From an optimization exercise on the open Yosys and OpenROAD flow, aimed at small area, a short achievable clock period and few clock cycles; shortcuts taken in it are not production practice.
The RTL was checked by simulation tests, not by an equivalence proof against the original design.
No activity file was given, so power comes from the tool's default toggle rates.

`design/flow/config.mk`:
```
export PLATFORM = sky130hd
export DESIGN_NAME = JAM
export DESIGN_NICKNAME = JAM
export VERILOG_FILES = /design/flow/design.v
export SDC_FILE = /design/flow/constraint.sdc
export NUM_CORES = 4
export LEC_CHECK = 0
export CAP_MARGIN = 20
export CORE_MARGIN = 2
export CORE_UTILIZATION = 40
export SETUP_SLACK_MARGIN = 2.5
export SLEW_MARGIN = 20
export TNS_END_PERCENT = 100
```
`design/flow/constraint.sdc`:
```
create_clock -name core_clock -period 5.0 [get_ports {CLK}]
set_input_delay 1.0000 -clock core_clock [delete_from_list [all_inputs] [get_ports {CLK}]]
set_output_delay 1.0000 -clock core_clock [all_outputs]
set_load 0.01 [all_outputs]
```
`design/flow/design.v`:
```
module JAM (
input CLK,
input RST,
output reg [2:0] W,
output reg [2:0] J,
input [6:0] Cost,
output reg [3:0] MatchCount,
output reg [9:0] MinCost,
output reg Valid );
function [1:0] cmp8;
  input [7:0] p;
  input [7:0] q;
  reg [7:0] x, g;
  reg l;
  integer k;
  begin
    x = p ^ q;
    g = ~p & q;
    l = 1'b0;
    for (k = 0; k < 8; k = k + 1) l = g[k] | (~x[k] & l);
    cmp8 = {l, ~|x};
  end
endfunction
function [1:0] cmp9;
  input [8:0] p;
  input [8:0] q;
  reg [8:0] x, g;
  reg l;
  integer k;
  begin
    x = p ^ q;
    g = ~p & q;
    l = 1'b0;
    for (k = 0; k < 9; k = k + 1) l = g[k] | (~x[k] & l);
    cmp9 = {l, ~|x};
  end
endfunction
function [1:0] cmp10;
  input [9:0] p;
  input [9:0] q;
  reg [9:0] x, g;
  reg l;
  integer k;
  begin
    x = p ^ q;
    g = ~p & q;
    l = 1'b0;
    for (k = 0; k < 10; k = k + 1) l = g[k] | (~x[k] & l);
    cmp10 = {l, ~|x};
  end
endfunction
reg [7:0] cnt;
wire reading = (cnt[7:6] == 2'd0);
always @(posedge CLK or posedge RST)
  if (RST) cnt <= 8'd0;
  else if (cnt != 8'd255) cnt <= cnt + 8'd1;
wire [7:0] cntn = cnt + 8'd1;
reg [2:0] wnext;
always @(*) begin
  case (cntn[5:3])
    3'd0: wnext = 3'd0;
    3'd1: wnext = 3'd4;
    3'd2: wnext = 3'd1;
    3'd3: wnext = 3'd5;
    3'd4: wnext = 3'd2;
    3'd5: wnext = 3'd6;
    3'd6: wnext = 3'd3;
    3'd7: wnext = 3'd7;
    default: wnext = 3'd0;
  endcase
end
always @(posedge CLK or posedge RST)
  if (RST) begin W <= 3'd0; J <= 3'd0; end
  else begin W <= wnext; J <= cntn[2:0]; end
reg [6:0] R0_0, R0_1, R0_2, R0_3, R0_4, R0_5, R0_6, R0_7;
reg [6:0] R1_0, R1_1, R1_2, R1_3, R1_4, R1_5, R1_6, R1_7;
reg [6:0] R2_0, R2_1, R2_2, R2_3, R2_4, R2_5, R2_6, R2_7;
reg [6:0] R3_0, R3_1, R3_2, R3_3, R3_4, R3_5, R3_6, R3_7;
reg [6:0] R4_0, R4_1, R4_2, R4_3, R4_4, R4_5, R4_6, R4_7;
reg [6:0] R5_0, R5_1, R5_2, R5_3, R5_4, R5_5, R5_6, R5_7;
reg [6:0] R6_0, R6_1, R6_2, R6_3, R6_4, R6_5, R6_6, R6_7;
reg [6:0] R7_0, R7_1, R7_2, R7_3, R7_4, R7_5, R7_6, R7_7;
always @(posedge CLK) begin
  R0_0 <= R0_1;
  R0_1 <= R0_2;
  R0_2 <= R0_3;
  R0_3 <= R0_4;
  R0_5 <= R0_6;
  R0_6 <= R0_7;
  R0_7 <= R0_0;
  R0_4 <= (reading && W == 3'd0) ? Cost : R0_5;
  R1_0 <= R1_1;
  R1_1 <= R1_2;
  R1_2 <= R1_3;
  R1_3 <= R1_4;
  R1_5 <= R1_6;
  R1_6 <= R1_7;
  R1_7 <= R1_0;
  R1_4 <= (reading && W == 3'd1) ? Cost : R1_5;
  R2_0 <= R2_1;
  R2_1 <= R2_2;
  R2_2 <= R2_3;
  R2_3 <= R2_4;
  R2_5 <= R2_6;
  R2_6 <= R2_7;
  R2_7 <= R2_0;
  R2_4 <= (reading && W == 3'd2) ? Cost : R2_5;
  R3_0 <= R3_1;
  R3_1 <= R3_2;
  R3_2 <= R3_3;
  R3_3 <= R3_4;
  R3_5 <= R3_6;
  R3_6 <= R3_7;
  R3_7 <= R3_0;
  R3_4 <= (reading && W == 3'd3) ? Cost : R3_5;
  R4_0 <= R4_1;
  R4_1 <= R4_2;
  R4_2 <= R4_3;
  R4_3 <= R4_4;
  R4_5 <= R4_6;
  R4_6 <= R4_7;
  R4_7 <= R4_0;
  R4_4 <= (reading && W == 3'd4) ? Cost : R4_5;
  R5_0 <= R5_1;
  R5_1 <= R5_2;
  R5_2 <= R5_3;
  R5_3 <= R5_4;
  R5_5 <= R5_6;
  R5_6 <= R5_7;
  R5_7 <= R5_0;
  R5_4 <= (reading && W == 3'd5) ? Cost : R5_5;
  R6_0 <= R6_1;
  R6_1 <= R6_2;
  R6_2 <= R6_3;
  R6_3 <= R6_4;
  R6_5 <= R6_6;
  R6_6 <= R6_7;
  R6_7 <= R6_0;
  R6_4 <= (reading && W == 3'd6) ? Cost : R6_5;
  R7_0 <= R7_1;
  R7_1 <= R7_2;
  R7_2 <= R7_3;
  R7_3 <= R7_4;
  R7_5 <= R7_6;
  R7_6 <= R7_7;
  R7_7 <= R7_0;
  R7_4 <= (reading && W == 3'd7) ? Cost : R7_5;
end
wire ev0 = (cnt >= 8'd57) && (cnt < 8'd127);
wire last0 = (cnt == 8'd126);
wire first0 = (cnt == 8'd57);
reg [7:1] ev, lst, fst;
always @(posedge CLK or posedge RST)
  if (RST) begin ev <= 7'd0; lst <= 7'd0; fst <= 7'd0; end
  else begin ev <= {ev[6:1], ev0}; lst <= {lst[6:1], last0}; fst <= {fst[6:1], first0}; end
wire [7:0] kn = cntn - 8'd56;
reg [3:0] patn;
always @(*) begin
  case (kn)
    8'd0: patn = 4'd0;
    8'd1: patn = 4'd0;
    8'd2: patn = 4'd0;
    8'd3: patn = 4'd0;
    8'd4: patn = 4'd0;
    8'd5: patn = 4'd0;
    8'd6: patn = 4'd0;
    8'd7: patn = 4'd0;
    8'd8: patn = 4'd1;
    8'd9: patn = 4'd1;
    8'd10: patn = 4'd1;
    8'd11: patn = 4'd1;
    8'd12: patn = 4'd1;
    8'd13: patn = 4'd1;
    8'd14: patn = 4'd1;
    8'd15: patn = 4'd1;
    8'd16: patn = 4'd2;
    8'd17: patn = 4'd2;
    8'd18: patn = 4'd2;
    8'd19: patn = 4'd2;
    8'd20: patn = 4'd2;
    8'd21: patn = 4'd2;
    8'd22: patn = 4'd2;
    8'd23: patn = 4'd2;
    8'd24: patn = 4'd3;
    8'd25: patn = 4'd3;
    8'd26: patn = 4'd3;
    8'd27: patn = 4'd3;
    8'd28: patn = 4'd3;
    8'd29: patn = 4'd3;
    8'd30: patn = 4'd3;
    8'd31: patn = 4'd3;
    8'd32: patn = 4'd4;
    8'd33: patn = 4'd4;
    8'd34: patn = 4'd4;
    8'd35: patn = 4'd4;
    8'd36: patn = 4'd4;
    8'd37: patn = 4'd4;
    8'd38: patn = 4'd4;
    8'd39: patn = 4'd4;
    8'd40: patn = 4'd5;
    8'd41: patn = 4'd5;
    8'd42: patn = 4'd5;
    8'd43: patn = 4'd5;
    8'd44: patn = 4'd5;
    8'd45: patn = 4'd5;
    8'd46: patn = 4'd5;
    8'd47: patn = 4'd5;
    8'd48: patn = 4'd6;
    8'd49: patn = 4'd6;
    8'd50: patn = 4'd6;
    8'd51: patn = 4'd6;
    8'd52: patn = 4'd6;
    8'd53: patn = 4'd6;
    8'd54: patn = 4'd6;
    8'd55: patn = 4'd6;
    8'd56: patn = 4'd7;
    8'd57: patn = 4'd7;
    8'd58: patn = 4'd7;
    8'd59: patn = 4'd7;
    8'd60: patn = 4'd7;
    8'd61: patn = 4'd7;
    8'd62: patn = 4'd7;
    8'd63: patn = 4'd7;
    8'd64: patn = 4'd8;
    8'd65: patn = 4'd8;
    8'd66: patn = 4'd8;
    8'd67: patn = 4'd8;
    8'd68: patn = 4'd9;
    8'd69: patn = 4'd9;
    default: patn = 4'd0;
  endcase
end
reg [3:0] patD0, patD1, patD2, patD3, patD4;
always @(posedge CLK) begin
  patD0 <= patn;
  patD1 <= patD0;
  patD2 <= patD1;
  patD3 <= patD2;
  patD4 <= patD3;
end
wire [6:0] X0_0 = R0_0;
wire [6:0] X1_0 = R1_0;
reg [6:0] X0_1; reg [6:0] X0_1_d;
always @(*) begin
  case (patD0)
    4'd0: X0_1_d = R0_2;
    4'd1: X0_1_d = R0_6;
    4'd2: X0_1_d = R0_2;
    4'd3: X0_1_d = R0_2;
    4'd4: X0_1_d = R0_2;
    4'd5: X0_1_d = R0_6;
    4'd6: X0_1_d = R0_6;
    4'd7: X0_1_d = R0_2;
    4'd8: X0_1_d = R0_2;
    4'd9: X0_1_d = R0_3;
    default: X0_1_d = R0_2;
  endcase
end
always @(posedge CLK) X0_1 <= X0_1_d;
reg [6:0] X1_1; reg [6:0] X1_1_d;
always @(*) begin
  case (patD0)
    4'd0: X1_1_d = R1_2;
    4'd1: X1_1_d = R1_6;
    4'd2: X1_1_d = R1_2;
    4'd3: X1_1_d = R1_2;
    4'd4: X1_1_d = R1_2;
    4'd5: X1_1_d = R1_6;
    4'd6: X1_1_d = R1_6;
    4'd7: X1_1_d = R1_2;
    4'd8: X1_1_d = R1_2;
    4'd9: X1_1_d = R1_3;
    default: X1_1_d = R1_2;
  endcase
end
always @(posedge CLK) X1_1 <= X1_1_d;
reg [6:0] X0_2; reg [6:0] X0_2_d;
always @(*) begin
  case (patD0)
    4'd0: X0_2_d = R0_3;
    4'd1: X0_2_d = R0_5;
    4'd2: X0_2_d = R0_3;
    4'd3: X0_2_d = R0_3;
    4'd4: X0_2_d = R0_5;
    4'd5: X0_2_d = R0_3;
    4'd6: X0_2_d = R0_3;
    4'd7: X0_2_d = R0_5;
    4'd8: X0_2_d = R0_5;
    4'd9: X0_2_d = R0_5;
    default: X0_2_d = R0_3;
  endcase
end
always @(posedge CLK) X0_2 <= X0_2_d;
reg [6:0] X1_2; reg [6:0] X1_2_d;
always @(*) begin
  case (patD0)
    4'd0: X1_2_d = R1_3;
    4'd1: X1_2_d = R1_5;
    4'd2: X1_2_d = R1_3;
    4'd3: X1_2_d = R1_3;
    4'd4: X1_2_d = R1_5;
    4'd5: X1_2_d = R1_3;
    4'd6: X1_2_d = R1_3;
    4'd7: X1_2_d = R1_5;
    4'd8: X1_2_d = R1_5;
    4'd9: X1_2_d = R1_5;
    default: X1_2_d = R1_3;
  endcase
end
always @(posedge CLK) X1_2 <= X1_2_d;
reg [6:0] X0_3; reg [6:0] X0_3_d;
always @(*) begin
  case (patD0)
    4'd0: X0_3_d = R0_4;
    4'd1: X0_3_d = R0_7;
    4'd2: X0_3_d = R0_6;
    4'd3: X0_3_d = R0_7;
    4'd4: X0_3_d = R0_4;
    4'd5: X0_3_d = R0_7;
    4'd6: X0_3_d = R0_4;
    4'd7: X0_3_d = R0_7;
    4'd8: X0_3_d = R0_6;
    4'd9: X0_3_d = R0_7;
    default: X0_3_d = R0_4;
  endcase
end
always @(posedge CLK) X0_3 <= X0_3_d;
reg [6:0] X1_3; reg [6:0] X1_3_d;
always @(*) begin
  case (patD0)
    4'd0: X1_3_d = R1_4;
    4'd1: X1_3_d = R1_7;
    4'd2: X1_3_d = R1_6;
    4'd3: X1_3_d = R1_7;
    4'd4: X1_3_d = R1_4;
    4'd5: X1_3_d = R1_7;
    4'd6: X1_3_d = R1_4;
    4'd7: X1_3_d = R1_7;
    4'd8: X1_3_d = R1_6;
    4'd9: X1_3_d = R1_7;
    default: X1_3_d = R1_4;
  endcase
end
always @(posedge CLK) X1_3 <= X1_3_d;
wire [6:0] X2_0 = R2_6;
reg [6:0] X2_1; reg [6:0] X2_1_d;
always @(*) begin
  case (patD2)
    4'd0: X2_1_d = R2_0;
    4'd1: X2_1_d = R2_4;
    4'd2: X2_1_d = R2_0;
    4'd3: X2_1_d = R2_0;
    4'd4: X2_1_d = R2_0;
    4'd5: X2_1_d = R2_4;
    4'd6: X2_1_d = R2_4;
    4'd7: X2_1_d = R2_0;
    4'd8: X2_1_d = R2_0;
    4'd9: X2_1_d = R2_1;
    default: X2_1_d = R2_0;
  endcase
end
always @(posedge CLK) X2_1 <= X2_1_d;
reg [6:0] X2_2; reg [6:0] X2_2_d;
always @(*) begin
  case (patD2)
    4'd0: X2_2_d = R2_1;
    4'd1: X2_2_d = R2_3;
    4'd2: X2_2_d = R2_1;
    4'd3: X2_2_d = R2_1;
    4'd4: X2_2_d = R2_3;
    4'd5: X2_2_d = R2_1;
    4'd6: X2_2_d = R2_1;
    4'd7: X2_2_d = R2_3;
    4'd8: X2_2_d = R2_3;
    4'd9: X2_2_d = R2_3;
    default: X2_2_d = R2_1;
  endcase
end
always @(posedge CLK) X2_2 <= X2_2_d;
reg [6:0] X2_3; reg [6:0] X2_3_d;
always @(*) begin
  case (patD2)
    4'd0: X2_3_d = R2_2;
    4'd1: X2_3_d = R2_5;
    4'd2: X2_3_d = R2_4;
    4'd3: X2_3_d = R2_5;
    4'd4: X2_3_d = R2_2;
    4'd5: X2_3_d = R2_5;
    4'd6: X2_3_d = R2_2;
    4'd7: X2_3_d = R2_5;
    4'd8: X2_3_d = R2_4;
    4'd9: X2_3_d = R2_5;
    default: X2_3_d = R2_2;
  endcase
end
always @(posedge CLK) X2_3 <= X2_3_d;
wire [6:0] X3_0 = R3_4;
reg [6:0] X3_1; reg [6:0] X3_1_d;
always @(*) begin
  case (patD4)
    4'd0: X3_1_d = R3_6;
    4'd1: X3_1_d = R3_2;
    4'd2: X3_1_d = R3_6;
    4'd3: X3_1_d = R3_6;
    4'd4: X3_1_d = R3_6;
    4'd5: X3_1_d = R3_2;
    4'd6: X3_1_d = R3_2;
    4'd7: X3_1_d = R3_6;
    4'd8: X3_1_d = R3_6;
    4'd9: X3_1_d = R3_7;
    default: X3_1_d = R3_6;
  endcase
end
always @(posedge CLK) X3_1 <= X3_1_d;
reg [6:0] X3_2; reg [6:0] X3_2_d;
always @(*) begin
  case (patD4)
    4'd0: X3_2_d = R3_7;
    4'd1: X3_2_d = R3_1;
    4'd2: X3_2_d = R3_7;
    4'd3: X3_2_d = R3_7;
    4'd4: X3_2_d = R3_1;
    4'd5: X3_2_d = R3_7;
    4'd6: X3_2_d = R3_7;
    4'd7: X3_2_d = R3_1;
    4'd8: X3_2_d = R3_1;
    4'd9: X3_2_d = R3_1;
    default: X3_2_d = R3_7;
  endcase
end
always @(posedge CLK) X3_2 <= X3_2_d;
reg [6:0] X3_3; reg [6:0] X3_3_d;
always @(*) begin
  case (patD4)
    4'd0: X3_3_d = R3_0;
    4'd1: X3_3_d = R3_3;
    4'd2: X3_3_d = R3_2;
    4'd3: X3_3_d = R3_3;
    4'd4: X3_3_d = R3_0;
    4'd5: X3_3_d = R3_3;
    4'd6: X3_3_d = R3_0;
    4'd7: X3_3_d = R3_3;
    4'd8: X3_3_d = R3_2;
    4'd9: X3_3_d = R3_3;
    default: X3_3_d = R3_0;
  endcase
end
always @(posedge CLK) X3_3 <= X3_3_d;
reg [7:0] TS_01_1, TS_01_2;
reg [7:0] TS_02_1, TS_02_2;
reg [7:0] TS_03_1, TS_03_2;
reg [7:0] TS_12_1, TS_12_2;
reg [7:0] TS_13_1, TS_13_2;
reg [7:0] TS_23_1, TS_23_2;
always @(posedge CLK) begin
  TS_01_1 <= X0_0 + X1_1;
  TS_01_2 <= X0_1 + X1_0;
  TS_02_1 <= X0_0 + X1_2;
  TS_02_2 <= X0_2 + X1_0;
  TS_03_1 <= X0_0 + X1_3;
  TS_03_2 <= X0_3 + X1_0;
  TS_12_1 <= X0_1 + X1_2;
  TS_12_2 <= X0_2 + X1_1;
  TS_13_1 <= X0_1 + X1_3;
  TS_13_2 <= X0_3 + X1_1;
  TS_23_1 <= X0_2 + X1_3;
  TS_23_2 <= X0_3 + X1_2;
end
wire [1:0] TP_01_c = cmp8(TS_01_1, TS_01_2);
reg [7:0] TP_01; reg TP_01_e;
wire [1:0] TP_02_c = cmp8(TS_02_1, TS_02_2);
reg [7:0] TP_02; reg TP_02_e;
wire [1:0] TP_03_c = cmp8(TS_03_1, TS_03_2);
reg [7:0] TP_03; reg TP_03_e;
wire [1:0] TP_12_c = cmp8(TS_12_1, TS_12_2);
reg [7:0] TP_12; reg TP_12_e;
wire [1:0] TP_13_c = cmp8(TS_13_1, TS_13_2);
reg [7:0] TP_13; reg TP_13_e;
wire [1:0] TP_23_c = cmp8(TS_23_1, TS_23_2);
reg [7:0] TP_23; reg TP_23_e;
always @(posedge CLK) begin
  TP_01 <= TP_01_c[1] ? TS_01_1 : TS_01_2;
  TP_01_e <= TP_01_c[0];
  TP_02 <= TP_02_c[1] ? TS_02_1 : TS_02_2;
  TP_02_e <= TP_02_c[0];
  TP_03 <= TP_03_c[1] ? TS_03_1 : TS_03_2;
  TP_03_e <= TP_03_c[0];
  TP_12 <= TP_12_c[1] ? TS_12_1 : TS_12_2;
  TP_12_e <= TP_12_c[0];
  TP_13 <= TP_13_c[1] ? TS_13_1 : TS_13_2;
  TP_13_e <= TP_13_c[0];
  TP_23 <= TP_23_c[1] ? TS_23_1 : TS_23_2;
  TP_23_e <= TP_23_c[0];
end
reg [5:0] TE2, TE3;
always @(posedge CLK) begin
  TE2 <= {TP_23_e, TP_13_e, TP_12_e, TP_03_e, TP_02_e, TP_01_e};
  TE3 <= TE2;
end
reg [8:0] TU3_012_0, TU3_012_1, TU3_012_2;
reg [8:0] TU3_013_0, TU3_013_1, TU3_013_3;
reg [8:0] TU3_023_0, TU3_023_2, TU3_023_3;
reg [8:0] TU3_123_1, TU3_123_2, TU3_123_3;
always @(posedge CLK) begin
  TU3_012_0 <= {1'b0, TP_12} + {2'b0, X2_0};
  TU3_012_1 <= {1'b0, TP_02} + {2'b0, X2_1};
  TU3_012_2 <= {1'b0, TP_01} + {2'b0, X2_2};
  TU3_013_0 <= {1'b0, TP_13} + {2'b0, X2_0};
  TU3_013_1 <= {1'b0, TP_03} + {2'b0, X2_1};
  TU3_013_3 <= {1'b0, TP_01} + {2'b0, X2_3};
  TU3_023_0 <= {1'b0, TP_23} + {2'b0, X2_0};
  TU3_023_2 <= {1'b0, TP_03} + {2'b0, X2_2};
  TU3_023_3 <= {1'b0, TP_02} + {2'b0, X2_3};
  TU3_123_1 <= {1'b0, TP_23} + {2'b0, X2_1};
  TU3_123_2 <= {1'b0, TP_13} + {2'b0, X2_2};
  TU3_123_3 <= {1'b0, TP_12} + {2'b0, X2_3};
end
wire [1:0] TF3_012_c01 = cmp9(TU3_012_0, TU3_012_1);
wire [1:0] TF3_012_c02 = cmp9(TU3_012_0, TU3_012_2);
wire [1:0] TF3_012_c12 = cmp9(TU3_012_1, TU3_012_2);
wire TF3_012_m0 = ~(~TF3_012_c01[1] & ~TF3_012_c01[0]) & ~(~TF3_012_c02[1] & ~TF3_012_c02[0]);
wire TF3_012_m1 = ~TF3_012_c01[1] & ~(~TF3_012_c12[1] & ~TF3_012_c12[0]);
wire TF3_012_m2 = ~TF3_012_c02[1] & ~TF3_012_c12[1];
reg [8:0] TV3_012; reg [2:0] TM3_012;
always @(posedge CLK) begin
  TV3_012 <= ({9{TF3_012_m0}} & TU3_012_0) | ({9{TF3_012_m1}} & TU3_012_1) | ({9{TF3_012_m2}} & TU3_012_2);
  TM3_012 <= {TF3_012_m2, TF3_012_m1, TF3_012_m0};
end
wire [1:0] TF3_013_c01 = cmp9(TU3_013_0, TU3_013_1);
wire [1:0] TF3_013_c02 = cmp9(TU3_013_0, TU3_013_3);
wire [1:0] TF3_013_c12 = cmp9(TU3_013_1, TU3_013_3);
wire TF3_013_m0 = ~(~TF3_013_c01[1] & ~TF3_013_c01[0]) & ~(~TF3_013_c02[1] & ~TF3_013_c02[0]);
wire TF3_013_m1 = ~TF3_013_c01[1] & ~(~TF3_013_c12[1] & ~TF3_013_c12[0]);
wire TF3_013_m2 = ~TF3_013_c02[1] & ~TF3_013_c12[1];
reg [8:0] TV3_013; reg [2:0] TM3_013;
always @(posedge CLK) begin
  TV3_013 <= ({9{TF3_013_m0}} & TU3_013_0) | ({9{TF3_013_m1}} & TU3_013_1) | ({9{TF3_013_m2}} & TU3_013_3);
  TM3_013 <= {TF3_013_m2, TF3_013_m1, TF3_013_m0};
end
wire [1:0] TF3_023_c01 = cmp9(TU3_023_0, TU3_023_2);
wire [1:0] TF3_023_c02 = cmp9(TU3_023_0, TU3_023_3);
wire [1:0] TF3_023_c12 = cmp9(TU3_023_2, TU3_023_3);
wire TF3_023_m0 = ~(~TF3_023_c01[1] & ~TF3_023_c01[0]) & ~(~TF3_023_c02[1] & ~TF3_023_c02[0]);
wire TF3_023_m1 = ~TF3_023_c01[1] & ~(~TF3_023_c12[1] & ~TF3_023_c12[0]);
wire TF3_023_m2 = ~TF3_023_c02[1] & ~TF3_023_c12[1];
reg [8:0] TV3_023; reg [2:0] TM3_023;
always @(posedge CLK) begin
  TV3_023 <= ({9{TF3_023_m0}} & TU3_023_0) | ({9{TF3_023_m1}} & TU3_023_2) | ({9{TF3_023_m2}} & TU3_023_3);
  TM3_023 <= {TF3_023_m2, TF3_023_m1, TF3_023_m0};
end
wire [1:0] TF3_123_c01 = cmp9(TU3_123_1, TU3_123_2);
wire [1:0] TF3_123_c02 = cmp9(TU3_123_1, TU3_123_3);
wire [1:0] TF3_123_c12 = cmp9(TU3_123_2, TU3_123_3);
wire TF3_123_m0 = ~(~TF3_123_c01[1] & ~TF3_123_c01[0]) & ~(~TF3_123_c02[1] & ~TF3_123_c02[0]);
wire TF3_123_m1 = ~TF3_123_c01[1] & ~(~TF3_123_c12[1] & ~TF3_123_c12[0]);
wire TF3_123_m2 = ~TF3_123_c02[1] & ~TF3_123_c12[1];
reg [8:0] TV3_123; reg [2:0] TM3_123;
always @(posedge CLK) begin
  TV3_123 <= ({9{TF3_123_m0}} & TU3_123_1) | ({9{TF3_123_m1}} & TU3_123_2) | ({9{TF3_123_m2}} & TU3_123_3);
  TM3_123 <= {TF3_123_m2, TF3_123_m1, TF3_123_m0};
end
reg [9:0] TU4_0, TU4_1, TU4_2, TU4_3;
reg [2:0] TN3_0, TN3_1, TN3_2, TN3_3;
always @(posedge CLK) begin
  TU4_0 <= {1'b0, TV3_123} + {3'b0, X3_0};
  TN3_0 <= ({3{TM3_123[0]}} & {1'b0, TE3[5], ~TE3[5]}) + ({3{TM3_123[1]}} & {1'b0, TE3[4], ~TE3[4]}) + ({3{TM3_123[2]}} & {1'b0, TE3[3], ~TE3[3]});
  TU4_1 <= {1'b0, TV3_023} + {3'b0, X3_1};
  TN3_1 <= ({3{TM3_023[0]}} & {1'b0, TE3[5], ~TE3[5]}) + ({3{TM3_023[1]}} & {1'b0, TE3[2], ~TE3[2]}) + ({3{TM3_023[2]}} & {1'b0, TE3[1], ~TE3[1]});
  TU4_2 <= {1'b0, TV3_013} + {3'b0, X3_2};
  TN3_2 <= ({3{TM3_013[0]}} & {1'b0, TE3[4], ~TE3[4]}) + ({3{TM3_013[1]}} & {1'b0, TE3[2], ~TE3[2]}) + ({3{TM3_013[2]}} & {1'b0, TE3[0], ~TE3[0]});
  TU4_3 <= {1'b0, TV3_012} + {3'b0, X3_3};
  TN3_3 <= ({3{TM3_012[0]}} & {1'b0, TE3[3], ~TE3[3]}) + ({3{TM3_012[1]}} & {1'b0, TE3[1], ~TE3[1]}) + ({3{TM3_012[2]}} & {1'b0, TE3[0], ~TE3[0]});
end
wire [1:0] TF4_c01 = cmp10(TU4_0, TU4_1);
wire [1:0] TF4_c02 = cmp10(TU4_0, TU4_2);
wire [1:0] TF4_c03 = cmp10(TU4_0, TU4_3);
wire [1:0] TF4_c12 = cmp10(TU4_1, TU4_2);
wire [1:0] TF4_c13 = cmp10(TU4_1, TU4_3);
wire [1:0] TF4_c23 = cmp10(TU4_2, TU4_3);
wire TF4_m0 = ~(~TF4_c01[1] & ~TF4_c01[0]) & ~(~TF4_c02[1] & ~TF4_c02[0]) & ~(~TF4_c03[1] & ~TF4_c03[0]);
wire TF4_m1 = ~TF4_c01[1] & ~(~TF4_c12[1] & ~TF4_c12[0]) & ~(~TF4_c13[1] & ~TF4_c13[0]);
wire TF4_m2 = ~TF4_c02[1] & ~TF4_c12[1] & ~(~TF4_c23[1] & ~TF4_c23[0]);
wire TF4_m3 = ~TF4_c03[1] & ~TF4_c13[1] & ~TF4_c23[1];
reg [9:0] TV4; reg [3:0] TM4; reg [2:0] TN4_0, TN4_1, TN4_2, TN4_3;
always @(posedge CLK) begin
  TV4 <= ({10{TF4_m0}} & TU4_0) | ({10{TF4_m1}} & TU4_1) | ({10{TF4_m2}} & TU4_2) | ({10{TF4_m3}} & TU4_3);
  TM4 <= {TF4_m3, TF4_m2, TF4_m1, TF4_m0};
  TN4_0 <= TN3_0;
  TN4_1 <= TN3_1;
  TN4_2 <= TN3_2;
  TN4_3 <= TN3_3;
end
wire [3:0] Tn = ({4{TM4[0]}} & {1'b0, TN4_0}) + ({4{TM4[1]}} & {1'b0, TN4_1}) + ({4{TM4[2]}} & {1'b0, TN4_2}) + ({4{TM4[3]}} & {1'b0, TN4_3});
reg [6:0] X4_0; reg [6:0] X4_0_d;
always @(*) begin
  case (patD0)
    4'd0: X4_0_d = R4_5;
    4'd1: X4_0_d = R4_3;
    4'd2: X4_0_d = R4_5;
    4'd3: X4_0_d = R4_5;
    4'd4: X4_0_d = R4_3;
    4'd5: X4_0_d = R4_5;
    4'd6: X4_0_d = R4_5;
    4'd7: X4_0_d = R4_3;
    4'd8: X4_0_d = R4_3;
    4'd9: X4_0_d = R4_6;
    default: X4_0_d = R4_5;
  endcase
end
always @(posedge CLK) X4_0 <= X4_0_d;
reg [6:0] X5_0; reg [6:0] X5_0_d;
always @(*) begin
  case (patD0)
    4'd0: X5_0_d = R5_5;
    4'd1: X5_0_d = R5_3;
    4'd2: X5_0_d = R5_5;
    4'd3: X5_0_d = R5_5;
    4'd4: X5_0_d = R5_3;
    4'd5: X5_0_d = R5_5;
    4'd6: X5_0_d = R5_5;
    4'd7: X5_0_d = R5_3;
    4'd8: X5_0_d = R5_3;
    4'd9: X5_0_d = R5_6;
    default: X5_0_d = R5_5;
  endcase
end
always @(posedge CLK) X5_0 <= X5_0_d;
reg [6:0] X4_1; reg [6:0] X4_1_d;
always @(*) begin
  case (patD0)
    4'd0: X4_1_d = R4_6;
    4'd1: X4_1_d = R4_2;
    4'd2: X4_1_d = R4_4;
    4'd3: X4_1_d = R4_6;
    4'd4: X4_1_d = R4_6;
    4'd5: X4_1_d = R4_2;
    4'd6: X4_1_d = R4_2;
    4'd7: X4_1_d = R4_6;
    4'd8: X4_1_d = R4_4;
    4'd9: X4_1_d = R4_2;
    default: X4_1_d = R4_6;
  endcase
end
always @(posedge CLK) X4_1 <= X4_1_d;
reg [6:0] X5_1; reg [6:0] X5_1_d;
always @(*) begin
  case (patD0)
    4'd0: X5_1_d = R5_6;
    4'd1: X5_1_d = R5_2;
    4'd2: X5_1_d = R5_4;
    4'd3: X5_1_d = R5_6;
    4'd4: X5_1_d = R5_6;
    4'd5: X5_1_d = R5_2;
    4'd6: X5_1_d = R5_2;
    4'd7: X5_1_d = R5_6;
    4'd8: X5_1_d = R5_4;
    4'd9: X5_1_d = R5_2;
    default: X5_1_d = R5_6;
  endcase
end
always @(posedge CLK) X5_1 <= X5_1_d;
wire [6:0] X4_2 = R4_7;
wire [6:0] X5_2 = R5_7;
reg [6:0] X4_3; reg [6:0] X4_3_d;
always @(*) begin
  case (patD0)
    4'd0: X4_3_d = R4_7;
    4'd1: X4_3_d = R4_4;
    4'd2: X4_3_d = R4_7;
    4'd3: X4_3_d = R4_4;
    4'd4: X4_3_d = R4_7;
    4'd5: X4_3_d = R4_4;
    4'd6: X4_3_d = R4_7;
    4'd7: X4_3_d = R4_4;
    4'd8: X4_3_d = R4_7;
    4'd9: X4_3_d = R4_4;
    default: X4_3_d = R4_7;
  endcase
end
always @(posedge CLK) X4_3 <= X4_3_d;
reg [6:0] X5_3; reg [6:0] X5_3_d;
always @(*) begin
  case (patD0)
    4'd0: X5_3_d = R5_7;
    4'd1: X5_3_d = R5_4;
    4'd2: X5_3_d = R5_7;
    4'd3: X5_3_d = R5_4;
    4'd4: X5_3_d = R5_7;
    4'd5: X5_3_d = R5_4;
    4'd6: X5_3_d = R5_7;
    4'd7: X5_3_d = R5_4;
    4'd8: X5_3_d = R5_7;
    4'd9: X5_3_d = R5_4;
    default: X5_3_d = R5_7;
  endcase
end
always @(posedge CLK) X5_3 <= X5_3_d;
reg [6:0] X6_0; reg [6:0] X6_0_d;
always @(*) begin
  case (patD2)
    4'd0: X6_0_d = R6_3;
    4'd1: X6_0_d = R6_1;
    4'd2: X6_0_d = R6_3;
    4'd3: X6_0_d = R6_3;
    4'd4: X6_0_d = R6_1;
    4'd5: X6_0_d = R6_3;
    4'd6: X6_0_d = R6_3;
    4'd7: X6_0_d = R6_1;
    4'd8: X6_0_d = R6_1;
    4'd9: X6_0_d = R6_4;
    default: X6_0_d = R6_3;
  endcase
end
always @(posedge CLK) X6_0 <= X6_0_d;
reg [6:0] X6_1; reg [6:0] X6_1_d;
always @(*) begin
  case (patD2)
    4'd0: X6_1_d = R6_4;
    4'd1: X6_1_d = R6_0;
    4'd2: X6_1_d = R6_2;
    4'd3: X6_1_d = R6_4;
    4'd4: X6_1_d = R6_4;
    4'd5: X6_1_d = R6_0;
    4'd6: X6_1_d = R6_0;
    4'd7: X6_1_d = R6_4;
    4'd8: X6_1_d = R6_2;
    4'd9: X6_1_d = R6_0;
    default: X6_1_d = R6_4;
  endcase
end
always @(posedge CLK) X6_1 <= X6_1_d;
wire [6:0] X6_2 = R6_5;
reg [6:0] X6_3; reg [6:0] X6_3_d;
always @(*) begin
  case (patD2)
    4'd0: X6_3_d = R6_5;
    4'd1: X6_3_d = R6_2;
    4'd2: X6_3_d = R6_5;
    4'd3: X6_3_d = R6_2;
    4'd4: X6_3_d = R6_5;
    4'd5: X6_3_d = R6_2;
    4'd6: X6_3_d = R6_5;
    4'd7: X6_3_d = R6_2;
    4'd8: X6_3_d = R6_5;
    4'd9: X6_3_d = R6_2;
    default: X6_3_d = R6_5;
  endcase
end
always @(posedge CLK) X6_3 <= X6_3_d;
reg [6:0] X7_0; reg [6:0] X7_0_d;
always @(*) begin
  case (patD4)
    4'd0: X7_0_d = R7_1;
    4'd1: X7_0_d = R7_7;
    4'd2: X7_0_d = R7_1;
    4'd3: X7_0_d = R7_1;
    4'd4: X7_0_d = R7_7;
    4'd5: X7_0_d = R7_1;
    4'd6: X7_0_d = R7_1;
    4'd7: X7_0_d = R7_7;
    4'd8: X7_0_d = R7_7;
    4'd9: X7_0_d = R7_2;
    default: X7_0_d = R7_1;
  endcase
end
always @(posedge CLK) X7_0 <= X7_0_d;
reg [6:0] X7_1; reg [6:0] X7_1_d;
always @(*) begin
  case (patD4)
    4'd0: X7_1_d = R7_2;
    4'd1: X7_1_d = R7_6;
    4'd2: X7_1_d = R7_0;
    4'd3: X7_1_d = R7_2;
    4'd4: X7_1_d = R7_2;
    4'd5: X7_1_d = R7_6;
    4'd6: X7_1_d = R7_6;
    4'd7: X7_1_d = R7_2;
    4'd8: X7_1_d = R7_0;
    4'd9: X7_1_d = R7_6;
    default: X7_1_d = R7_2;
  endcase
end
always @(posedge CLK) X7_1 <= X7_1_d;
wire [6:0] X7_2 = R7_3;
reg [6:0] X7_3; reg [6:0] X7_3_d;
always @(*) begin
  case (patD4)
    4'd0: X7_3_d = R7_3;
    4'd1: X7_3_d = R7_0;
    4'd2: X7_3_d = R7_3;
    4'd3: X7_3_d = R7_0;
    4'd4: X7_3_d = R7_3;
    4'd5: X7_3_d = R7_0;
    4'd6: X7_3_d = R7_3;
    4'd7: X7_3_d = R7_0;
    4'd8: X7_3_d = R7_3;
    4'd9: X7_3_d = R7_0;
    default: X7_3_d = R7_3;
  endcase
end
always @(posedge CLK) X7_3 <= X7_3_d;
reg [7:0] BS_01_1, BS_01_2;
reg [7:0] BS_02_1, BS_02_2;
reg [7:0] BS_03_1, BS_03_2;
reg [7:0] BS_12_1, BS_12_2;
reg [7:0] BS_13_1, BS_13_2;
reg [7:0] BS_23_1, BS_23_2;
always @(posedge CLK) begin
  BS_01_1 <= X4_0 + X5_1;
  BS_01_2 <= X4_1 + X5_0;
  BS_02_1 <= X4_0 + X5_2;
  BS_02_2 <= X4_2 + X5_0;
  BS_03_1 <= X4_0 + X5_3;
  BS_03_2 <= X4_3 + X5_0;
  BS_12_1 <= X4_1 + X5_2;
  BS_12_2 <= X4_2 + X5_1;
  BS_13_1 <= X4_1 + X5_3;
  BS_13_2 <= X4_3 + X5_1;
  BS_23_1 <= X4_2 + X5_3;
  BS_23_2 <= X4_3 + X5_2;
end
wire [1:0] BP_01_c = cmp8(BS_01_1, BS_01_2);
reg [7:0] BP_01; reg BP_01_e;
wire [1:0] BP_02_c = cmp8(BS_02_1, BS_02_2);
reg [7:0] BP_02; reg BP_02_e;
wire [1:0] BP_03_c = cmp8(BS_03_1, BS_03_2);
reg [7:0] BP_03; reg BP_03_e;
wire [1:0] BP_12_c = cmp8(BS_12_1, BS_12_2);
reg [7:0] BP_12; reg BP_12_e;
wire [1:0] BP_13_c = cmp8(BS_13_1, BS_13_2);
reg [7:0] BP_13; reg BP_13_e;
wire [1:0] BP_23_c = cmp8(BS_23_1, BS_23_2);
reg [7:0] BP_23; reg BP_23_e;
always @(posedge CLK) begin
  BP_01 <= BP_01_c[1] ? BS_01_1 : BS_01_2;
  BP_01_e <= BP_01_c[0];
  BP_02 <= BP_02_c[1] ? BS_02_1 : BS_02_2;
  BP_02_e <= BP_02_c[0];
  BP_03 <= BP_03_c[1] ? BS_03_1 : BS_03_2;
  BP_03_e <= BP_03_c[0];
  BP_12 <= BP_12_c[1] ? BS_12_1 : BS_12_2;
  BP_12_e <= BP_12_c[0];
  BP_13 <= BP_13_c[1] ? BS_13_1 : BS_13_2;
  BP_13_e <= BP_13_c[0];
  BP_23 <= BP_23_c[1] ? BS_23_1 : BS_23_2;
  BP_23_e <= BP_23_c[0];
end
reg [5:0] BE2, BE3;
always @(posedge CLK) begin
  BE2 <= {BP_23_e, BP_13_e, BP_12_e, BP_03_e, BP_02_e, BP_01_e};
  BE3 <= BE2;
end
reg [8:0] BU3_012_0, BU3_012_1, BU3_012_2;
reg [8:0] BU3_013_0, BU3_013_1, BU3_013_3;
reg [8:0] BU3_023_0, BU3_023_2, BU3_023_3;
reg [8:0] BU3_123_1, BU3_123_2, BU3_123_3;
always @(posedge CLK) begin
  BU3_012_0 <= {1'b0, BP_12} + {2'b0, X6_0};
  BU3_012_1 <= {1'b0, BP_02} + {2'b0, X6_1};
  BU3_012_2 <= {1'b0, BP_01} + {2'b0, X6_2};
  BU3_013_0 <= {1'b0, BP_13} + {2'b0, X6_0};
  BU3_013_1 <= {1'b0, BP_03} + {2'b0, X6_1};
  BU3_013_3 <= {1'b0, BP_01} + {2'b0, X6_3};
  BU3_023_0 <= {1'b0, BP_23} + {2'b0, X6_0};
  BU3_023_2 <= {1'b0, BP_03} + {2'b0, X6_2};
  BU3_023_3 <= {1'b0, BP_02} + {2'b0, X6_3};
  BU3_123_1 <= {1'b0, BP_23} + {2'b0, X6_1};
  BU3_123_2 <= {1'b0, BP_13} + {2'b0, X6_2};
  BU3_123_3 <= {1'b0, BP_12} + {2'b0, X6_3};
end
wire [1:0] BF3_012_c01 = cmp9(BU3_012_0, BU3_012_1);
wire [1:0] BF3_012_c02 = cmp9(BU3_012_0, BU3_012_2);
wire [1:0] BF3_012_c12 = cmp9(BU3_012_1, BU3_012_2);
wire BF3_012_m0 = ~(~BF3_012_c01[1] & ~BF3_012_c01[0]) & ~(~BF3_012_c02[1] & ~BF3_012_c02[0]);
wire BF3_012_m1 = ~BF3_012_c01[1] & ~(~BF3_012_c12[1] & ~BF3_012_c12[0]);
wire BF3_012_m2 = ~BF3_012_c02[1] & ~BF3_012_c12[1];
reg [8:0] BV3_012; reg [2:0] BM3_012;
always @(posedge CLK) begin
  BV3_012 <= ({9{BF3_012_m0}} & BU3_012_0) | ({9{BF3_012_m1}} & BU3_012_1) | ({9{BF3_012_m2}} & BU3_012_2);
  BM3_012 <= {BF3_012_m2, BF3_012_m1, BF3_012_m0};
end
wire [1:0] BF3_013_c01 = cmp9(BU3_013_0, BU3_013_1);
wire [1:0] BF3_013_c02 = cmp9(BU3_013_0, BU3_013_3);
wire [1:0] BF3_013_c12 = cmp9(BU3_013_1, BU3_013_3);
wire BF3_013_m0 = ~(~BF3_013_c01[1] & ~BF3_013_c01[0]) & ~(~BF3_013_c02[1] & ~BF3_013_c02[0]);
wire BF3_013_m1 = ~BF3_013_c01[1] & ~(~BF3_013_c12[1] & ~BF3_013_c12[0]);
wire BF3_013_m2 = ~BF3_013_c02[1] & ~BF3_013_c12[1];
reg [8:0] BV3_013; reg [2:0] BM3_013;
always @(posedge CLK) begin
  BV3_013 <= ({9{BF3_013_m0}} & BU3_013_0) | ({9{BF3_013_m1}} & BU3_013_1) | ({9{BF3_013_m2}} & BU3_013_3);
  BM3_013 <= {BF3_013_m2, BF3_013_m1, BF3_013_m0};
end
wire [1:0] BF3_023_c01 = cmp9(BU3_023_0, BU3_023_2);
wire [1:0] BF3_023_c02 = cmp9(BU3_023_0, BU3_023_3);
wire [1:0] BF3_023_c12 = cmp9(BU3_023_2, BU3_023_3);
wire BF3_023_m0 = ~(~BF3_023_c01[1] & ~BF3_023_c01[0]) & ~(~BF3_023_c02[1] & ~BF3_023_c02[0]);
wire BF3_023_m1 = ~BF3_023_c01[1] & ~(~BF3_023_c12[1] & ~BF3_023_c12[0]);
wire BF3_023_m2 = ~BF3_023_c02[1] & ~BF3_023_c12[1];
reg [8:0] BV3_023; reg [2:0] BM3_023;
always @(posedge CLK) begin
  BV3_023 <= ({9{BF3_023_m0}} & BU3_023_0) | ({9{BF3_023_m1}} & BU3_023_2) | ({9{BF3_023_m2}} & BU3_023_3);
  BM3_023 <= {BF3_023_m2, BF3_023_m1, BF3_023_m0};
end
wire [1:0] BF3_123_c01 = cmp9(BU3_123_1, BU3_123_2);
wire [1:0] BF3_123_c02 = cmp9(BU3_123_1, BU3_123_3);
wire [1:0] BF3_123_c12 = cmp9(BU3_123_2, BU3_123_3);
wire BF3_123_m0 = ~(~BF3_123_c01[1] & ~BF3_123_c01[0]) & ~(~BF3_123_c02[1] & ~BF3_123_c02[0]);
wire BF3_123_m1 = ~BF3_123_c01[1] & ~(~BF3_123_c12[1] & ~BF3_123_c12[0]);
wire BF3_123_m2 = ~BF3_123_c02[1] & ~BF3_123_c12[1];
reg [8:0] BV3_123; reg [2:0] BM3_123;
always @(posedge CLK) begin
  BV3_123 <= ({9{BF3_123_m0}} & BU3_123_1) | ({9{BF3_123_m1}} & BU3_123_2) | ({9{BF3_123_m2}} & BU3_123_3);
  BM3_123 <= {BF3_123_m2, BF3_123_m1, BF3_123_m0};
end
reg [9:0] BU4_0, BU4_1, BU4_2, BU4_3;
reg [2:0] BN3_0, BN3_1, BN3_2, BN3_3;
always @(posedge CLK) begin
  BU4_0 <= {1'b0, BV3_123} + {3'b0, X7_0};
  BN3_0 <= ({3{BM3_123[0]}} & {1'b0, BE3[5], ~BE3[5]}) + ({3{BM3_123[1]}} & {1'b0, BE3[4], ~BE3[4]}) + ({3{BM3_123[2]}} & {1'b0, BE3[3], ~BE3[3]});
  BU4_1 <= {1'b0, BV3_023} + {3'b0, X7_1};
  BN3_1 <= ({3{BM3_023[0]}} & {1'b0, BE3[5], ~BE3[5]}) + ({3{BM3_023[1]}} & {1'b0, BE3[2], ~BE3[2]}) + ({3{BM3_023[2]}} & {1'b0, BE3[1], ~BE3[1]});
  BU4_2 <= {1'b0, BV3_013} + {3'b0, X7_2};
  BN3_2 <= ({3{BM3_013[0]}} & {1'b0, BE3[4], ~BE3[4]}) + ({3{BM3_013[1]}} & {1'b0, BE3[2], ~BE3[2]}) + ({3{BM3_013[2]}} & {1'b0, BE3[0], ~BE3[0]});
  BU4_3 <= {1'b0, BV3_012} + {3'b0, X7_3};
  BN3_3 <= ({3{BM3_012[0]}} & {1'b0, BE3[3], ~BE3[3]}) + ({3{BM3_012[1]}} & {1'b0, BE3[1], ~BE3[1]}) + ({3{BM3_012[2]}} & {1'b0, BE3[0], ~BE3[0]});
end
wire [1:0] BF4_c01 = cmp10(BU4_0, BU4_1);
wire [1:0] BF4_c02 = cmp10(BU4_0, BU4_2);
wire [1:0] BF4_c03 = cmp10(BU4_0, BU4_3);
wire [1:0] BF4_c12 = cmp10(BU4_1, BU4_2);
wire [1:0] BF4_c13 = cmp10(BU4_1, BU4_3);
wire [1:0] BF4_c23 = cmp10(BU4_2, BU4_3);
wire BF4_m0 = ~(~BF4_c01[1] & ~BF4_c01[0]) & ~(~BF4_c02[1] & ~BF4_c02[0]) & ~(~BF4_c03[1] & ~BF4_c03[0]);
wire BF4_m1 = ~BF4_c01[1] & ~(~BF4_c12[1] & ~BF4_c12[0]) & ~(~BF4_c13[1] & ~BF4_c13[0]);
wire BF4_m2 = ~BF4_c02[1] & ~BF4_c12[1] & ~(~BF4_c23[1] & ~BF4_c23[0]);
wire BF4_m3 = ~BF4_c03[1] & ~BF4_c13[1] & ~BF4_c23[1];
reg [9:0] BV4; reg [3:0] BM4; reg [2:0] BN4_0, BN4_1, BN4_2, BN4_3;
always @(posedge CLK) begin
  BV4 <= ({10{BF4_m0}} & BU4_0) | ({10{BF4_m1}} & BU4_1) | ({10{BF4_m2}} & BU4_2) | ({10{BF4_m3}} & BU4_3);
  BM4 <= {BF4_m3, BF4_m2, BF4_m1, BF4_m0};
  BN4_0 <= BN3_0;
  BN4_1 <= BN3_1;
  BN4_2 <= BN3_2;
  BN4_3 <= BN3_3;
end
wire [3:0] Bn = ({4{BM4[0]}} & {1'b0, BN4_0}) + ({4{BM4[1]}} & {1'b0, BN4_1}) + ({4{BM4[2]}} & {1'b0, BN4_2}) + ({4{BM4[3]}} & {1'b0, BN4_3});
reg [9:0] tot; reg [3:0] Fn, Gn;
always @(posedge CLK) begin
  tot <= TV4 + BV4;
  Fn <= Tn; Gn <= Bn;
end
wire [3:0] totn = Fn * Gn;
wire [1:0] tc = cmp10(tot, MinCost);
always @(posedge CLK) begin
  if (fst[7] || (ev[7] && tc[1])) begin
    MinCost <= tot;
    MatchCount <= totn;
  end else if (ev[7] && tc[0]) begin
    MatchCount <= MatchCount + totn;
  end
end
always @(posedge CLK or posedge RST)
  if (RST) Valid <= 1'b0;
  else if (lst[7]) Valid <= 1'b1;
endmodule
```
`design/flow/run.sh`:
```
#!/bin/bash
# synth_recipe.tcl (not shown) runs the flow's synth.tcl, then flattens the netlist and writes it again
# the make line also repeats each setting of config.mk as NAME=value (left out here)
make -C /OpenROAD-flow-scripts/flow DESIGN_CONFIG=/design/flow/config.mk WORK_HOME=/design/flow/orfs CLKGATE_MAP_FILE= SYNTH_SCRIPT=/design/flow/synth_recipe.tcl finish
```
==> flow_summary.ini, run 1 <==
[status]
status = no timing/DRC/antenna violations

[drt]
drc = 0
drtIter0Drc = 2643
antenna_left = 0
wl_per_cell_um = 19.85
viasPerCell = 5.059
wl_um = 173100
vias = 44120
first_pass_iters = 6

[yosys]
synth_flop_cell = dfxtp_1
ys_warn_count = 1
synth_top_area_share_pct = 44.47
avgSynthCellArea_sq_um = 10.37
synth_seq_cells = 1496
synth-edff-count = 14
synth_fp_nets = 7248
synth_area_leaders = dfxtp_1 44%, ha_1 17%, inv_1 3.9%
synth_cell_types = 80
syn-cell-area_sq_um = 65090
synth_cells = 6274
synthArstFlopShare_pct = 2.406
yosysTopAreaCell = dfxtp_1
yosysSeqAreaShare_pct = 46.50

[sta]
setup_viol = 0
finalHoldViolCount = 0
max_freq_mhz = 409.1
skew_ps = 29.64
fin_ws_ps = 2556
maxSlewHeadroom_pct = 22.67
worst_pin_slew_ps = 1156
fin_crit_sh_pct = 48.88
fin_setup_tns_ps = 0
rsz0062_at_grt = false
drv_slew = 0
finalCriticalPeriod_ps = 2444

[placement]
place_ws_ps = 2266
dpl.hpwl_um = 137300
globalplace.congestion = 0.9292
io_buffers = 29

[worst_setup_path]
worst_ep_required_time_ps = 4000
cp.depth = 1
critPathKind = reg -> out
crit_path_end_kind = output port
path_delay_family = flip-flops
cp_max_fo = 2
start_kind = register
critPathMaxStageDelay_ps = 420
crit_path_top_delay_cell = edfxtp_1
arrival_ps = 1440
rr_worst_depth = 8
crit_buf_inv = 1
crit_path_cell_trace = clkdlybuf4s15_1

[finish]
final_nets = 7389
drive_gt1_share_pct = 8.686
area_growth_pct = 13.05

[floorplanning]
initial_core_util_pct = 40.13
die_h_um = 407.4
io_pins = 30
die-area_sq_um = 166000
core_sq_um = 162200
rows = 148
die_w_um = 407.4

[global_routing]
globalRouteOverflowTotal = 0
antenna_found_initial = 13
grt_pass1_wl_um = 261900
grt_max_degree = 37
grt_usage_pct = 20.46
grt_pass1_vias = 44010

[cts]
cts_tree = yes
hold_buffers = 0
cts.sinks = 1496
cts_root_buffer = clkbuf_16
numCtsBuffers = 156
cts_max_level = 4
path_clk_slew_ps = 60
clk_path_buf_depth = 3
clkLatencyLatePin_ps = 790

[hold_path]
hp-class = reg -> reg
whs_path_depth = 0

[run]
cap_viol_max_count = 0

[power]
power_density_nw_per_um2 = 615.5
vdd_drop_max_mv = 0.4171
p_leak_nw = 33.25
==> sequential cells by signal, summed over array words and instances, names as in the netlist, 10 cells and up <==
name,cells
TV4,10
MinCost,10
TU4_0,10
tot,10
BU4_2,10
TU4_3,10
TU4_1,10
BV4,10
BU4_3,10
BU4_1,10
TU4_2,10
BU4_0,10
==> final cells by class <==
cell class	instances	area, sq um
multi-input combinational	4024	32180
tap	2175	2721
fill	15150	88630
clock inverter	79	1027
antenna	7	17.52
clock buffer	203	4300
timing repair buffer	58	499.2
inverter	679	2549
sequential	1496	30290
==> layer usage <==
metal / track usage (%) / part of all wire, % / vias up
li1: - / - / 21990
met1: 27.82 / 47 / 20790
met2: 33.37 / 45 / 1023
met3: 2.785 / 4.5 / 312
met4: 6.916 / 3.2 / 4
met5: 0 / 0.016 / -
==> placed cells by master, fill, tap and decap left out, types with 18 or more instances in the layout <==
| master | Yosys | layout |
|---|---|---|
| dfxtp_1 | 1446 | 1432 |
| ha_1 | 879 | 875 |
| inv_1 | 679 | 675 |
| nand2_1 | 506 | 506 |
| nor2_1 | 325 | 321 |
| xnor2_1 | 260 | 256 |
| o21ai_0 | 239 | 233 |
| a21oi_1 | 235 | 232 |
| mux2_2 | 162 | 162 |
| clkbuf_16 | 0 | 156 |
| a21o_1 | 141 | 141 |
| nor3_1 | 113 | 106 |
| a22oi_1 | 106 | 105 |
| a21boi_0 | 109 | 99 |
| nand4_1 | 89 | 89 |
| nor2b_1 | 86 | 86 |
| fa_1 | 86 | 84 |
| nand3_1 | 79 | 79 |
| o21a_1 | 69 | 68 |
| o211ai_1 | 68 | 68 |
| a221o_1 | 50 | 50 |
| nand2b_1 | 48 | 48 |
| nor3b_1 | 50 | 48 |
| and2_1 | 47 | 44 |
| dfrtp_1 | 36 | 34 |
| o41ai_1 | 28 | 28 |
| buf_4 | 5 | 28 |
| clkbuf_1 | 41 | 25 |
| clkinv_2 | 0 | 24 |
| clkbuf_8 | 0 | 22 |
| o21ai_1 | 20 | 21 |
| a211oi_1 | 22 | 21 |
| a32oi_1 | 20 | 20 |
| xor2_1 | 18 | 18 |
==> cell usage after synthesis (79+ instances only) <==
library cell / number
a22oi_1: 106
a21o_1: 141
mux2_2: 162
nand2_1: 506
a21oi_1: 235
nor2b_1: 86
nor3_1: 113
ha_1: 879
nor2_1: 325
nand4_1: 89
fa_1: 86
o21ai_0: 239
a21boi_0: 109
nand3_1: 79
xnor2_1: 260
dfxtp_1: 1446
inv_1: 679
==> stage by stage <==
| stage | hold slack [ps] | instances | instance area [sq um] | util [%] | power, W |
|---|---|---|---|---|---|
| 2_1_floorplan | 309.6 | 6274 | 65090 | - | 0.02769 |
| 3_3_place_gp | 309.9 | 8415 | 67870 | 41.84 | 0.03294 |
| 3_5_place_dp | 312.1 | 8415 | 67880 | 41.85 | 0.03318 |
| 4_1_cts | 319.1 | 8710 | 73360 | 45.22 | 0.04517 |
| 5_1_grt | 322.3 | 8714 | 73570 | 45.35 | 0.04820 |
| 6_report | 315.0 | 8721 | 73590 | 45.36 | 0.04529 |
==> what timing repair did <==
action	in CTS	in global routing
pin swaps	4	8
endpoints found under the setup margin	99	141
cloned	1	1
setup buffers	12	3
gates resized for setup	61	62
endpoints found under the hold margin	0	0
==> final timing paths <==
path / from / endpoint / slack, ps
worst min register to register: R1_1[2] / R1_0[2] / 320
worst max register to register: BU3_023_2[8] / BV3_023[1] / 2580
max in group asynchronous: RST / W[1] / 3740
worst min-delay path: R1_1[2] / R1_0[2] / 320
worst max-delay path: MinCost[5] / MinCost[5] / 2560
min in group asynchronous: RST / fst[3] / 680
==> kinds of logic (layout without fill, tap and decap cells) <==
family                     count (synthesis)  in the layout  share of synthesized area [%]
AOI/OAI and AO/OA                       1212           1213                          12.80
xor gates and xnor gates                 278            278                          3.741
other                                      0              7                              0
and+or+nand+nor                         1396           1397                          10.01
buffers and inverters                    756           1019                          4.448
adders and majority gates                965            965                          19.54
DFF                                     1496           1496                          46.50
muxes                                    171            171                          2.958
==> report_power, final <==
part	leakage, nW	switching (W)	internal, W
clock network	2.59	0.00499	0.00685
registers	12.7	0.00232	0.0146
logic	18.0	0.00961	0.00696
total	33.3	0.0169	0.0284
Testbench counts, summed over its fixed seeds: cycles 5,392.
==> inputs of run 2 (changes only) <==
--- a/design/flow/config.mk
+++ b/design/flow/config.mk
@@ -9,3 +9,4 @@
 export CORE_MARGIN = 2
-export CORE_UTILIZATION = 40
+export CORE_UTILIZATION = 60
+export PLACE_DENSITY = 0.75
 export SETUP_SLACK_MARGIN = 2.5
==> flow_summary.ini, run 2 <==
[status]
status = no timing/DRC/antenna violations

[power]
total_power_w = 0.04427
p_leak_nw = 33.05
vdd_drop_max_mv = 0.3128
power_density_nw_per_um2 = 613.9

[global_routing]
grt_pass1_wl_um = 253700
grt_usage_pct = 29.51
antenna_found_initial = 9
grt_max_degree = 37
grt_pass1_vias = 44640
globalRouteOverflowTotal = 0

[sta]
finalCriticalPeriod_ps = 2463
maxSlewHeadroom_pct = 22.11
fin_setup_tns_ps = 0
skew_ps = 20.04
setup_viol = 0
max_freq_mhz = 406.0
worst_pin_slew_ps = 1159
drv_slew = 0
rsz0062_at_grt = true
fin_crit_sh_pct = 49.26
finalHoldViolCount = 0

[drt]
wl_per_cell_um = 20.91
wl_um = 165700
vias = 44900
drc = 0
first_pass_iters = 6
drtIter0Drc = 3500
antenna_left = 0
viasPerCell = 5.663

[yosys]
synth_seq_cells = 1496
yosysTopAreaCell = dfxtp_1
synth_cells = 6274
avgSynthCellArea_sq_um = 10.37
synth-edff-count = 14
synthArstFlopShare_pct = 2.406
yosysSeqAreaShare_pct = 46.50
synth_top_area_share_pct = 44.47
synth_fp_nets = 7248
synth_flop_cell = dfxtp_1
ys_warn_count = 1
synth_area_leaders = dfxtp_1 44%, ha_1 17%, inv_1 3.9%
post-synth-top-count-cell = dfxtp_1
syn-cell-area_sq_um = 65090
synth_cell_types = 80
ys_top_cells_by_count = 1446 x dfxtp_1, 879 x ha_1, 679 x inv_1

[cts]
cts_root_buffer = clkbuf_16
path_clk_slew_ps = 60
clk_path_buf_depth = 3
cts_tree = yes
clkLatencyLatePin_ps = 750
hold_buffers = 0
cts.sinks = 1496
cts_max_level = 4
numCtsBuffers = 147

[floorplanning]
die-area_sq_um = 111100
io_pins = 30
die_w_um = 333.4
core_sq_um = 107400
initial_core_util_pct = 60.63
die_h_um = 333.4
rows = 120

[finish]
final_nets = 7372
drive_gt1_share_pct = 8.005
final_cell_mix = 1437 x dfxtp_1, 875 x ha_1, 677 x inv_1
area_growth_pct = 10.77
mostFrequentLayoutCell = dfxtp_1
final.fill_count = 8218

[worst_setup_path]
crit_buf_inv = 1
critPathKind = reg -> reg
worst_ep_required_time_ps = 5640
critPathMaxStageDelay_ps = 510
cp_max_fo = 5
crit_path_top_delay_cell = fa_1
start_kind = register
crit_path_cell_trace = inv_1 > fa_1 > nor2b_1 > o21ai_0 > a21boi_0 > o21a_1 > nor2_1 > xnor2_1
path_delay_family = compound AO/OA/AOI/OAI gates
crit_path_end_kind = register
arrival_ps = 3110

[run]
cap_viol_max_count = 0

[placement]
globalplace.congestion = 0.9789
io_buffers = 29
dpl.hpwl_um = 128700

[hold_path]
hp-class = reg -> reg
-- run 2: cell counts after synthesis --
Identical to the previous run, type by type.
-- run 2: path summary, 6_finish.rpt --
path                               from    endpoint  slack (ps)  depth (start not counted)
worst max register to register  R4_7[1]  BS_23_1[6]        2540                          8
worst min-delay path            R6_7[0]     R6_6[0]         320                          0
min in group asynchronous           RST        W[2]         670                          3
worst max-delay path            R4_7[1]  BS_23_1[6]        2540                          8
max in group asynchronous           RST      fst[5]        3950                          3
worst min register to register  R6_7[0]     R6_6[0]         320                          0
-- run 2: what timing repair did --
item                       4_1_cts  5_1_grt
pin swaps                        3       13
setup buffers                    6        8
cloned                           1        0
resized for setup               36       58
setup endpoints to repair       81      126
-- run 2: area by class of cell --
cell class	count	area, sq um	share of cell area, %
Antenna cell	4	10.01	0.01388
Clock buffer	206	4204	5.830
Clock inverter	66	755.7	1.048
Inverter	679	2549	3.535
Multi-Input combinational cell	4023	32120	44.54
Sequential cell	1496	30280	42.00
Tap cell	1403	1755	2.435
Timing Repair Buffer	51	432.9	0.6004
-- run 2: layer usage --
layer	vias up	global-route usage [%]	part of all wire (%)
met2	1419	47.60	45
met1	21190	40.41	45
met3	329	3.994	6.0
li1	21950	-	-
met4	2	11.16	3.7
met5	-	0	0.0078
-- run 2: logic make-up after synthesis --
group | after synthesis | share of synthesized area, %
compound gates | 1212 | 12.80
xor+xnor | 278 | 3.741
fa+ha+maj | 965 | 19.54
buf+inv | 756 | 4.448
flops | 1496 | 46.50
mux | 171 | 2.958
simple gates | 1396 | 10.01
-- run 2: report_power, final --
group / switching [W] / leakage [nW] / internal, W
logic: 0.00939 / 17.9 / 0.00689
clock network: 0.00471 / 2.42 / 0.00647
registers: 0.00226 / 12.7 / 0.0146
-- run 2: through the flow --
stage / hold slack (ps) / worst slack [ps] / instance area, sq um / instances / util (%)
finish: 315.2 / 2537 / 72100 / 7928 / 67.17
global route: 326.0 / 2499 / 72090 / 7924 / 67.16
CTS: 321.8 / 2314 / 71920 / 7916 / 66.99
detailed placement: 312.1 / 2255 / 66870 / 7637 / 62.29
global placement: 309.5 / 2196 / 66860 / 7637 / 62.28
floorplan: 309.6 / 2528 / 65090 / 6274 / -

port drivers added, routing unchanged:
No port has a modelled driver above. Below, the same layouts with a new extraction and two added sets of constraints. Step 1 (the two cells are an assumption about what drives the block):
set clk [get_ports {CLK}]
set_driving_cell -lib_cell sky130_fd_sc_hd__clkbuf_16 $clk
set_driving_cell -lib_cell sky130_fd_sc_hd__buf_2 [delete_from_list [all_inputs] $clk]
Step 2, shift: input delay + t, output delay - t, t = (earliest + latest rising clock arrival at the registers) / 2. This alone moves slack from input paths to output paths. Three values: no drivers, after step 1, after step 2; two values: the first two.
run | t (ns) | setup WS [ns] | worst setup path after step 2 | clock arrival spread, ns
run 1 | 0.857 | 2.556 / 2.477 / 2.229 | input to register | 0.043 / 0.043
run 2 | 0.820 | 2.537 / 2.475 / 2.318 | input to register | 0.025 / 0.025
After both steps setup and hold are still met in every run listed. For run 1, which loses most, drivers alone change the setup slack by -0.079 ns; drivers and shift together by -0.327 ns.
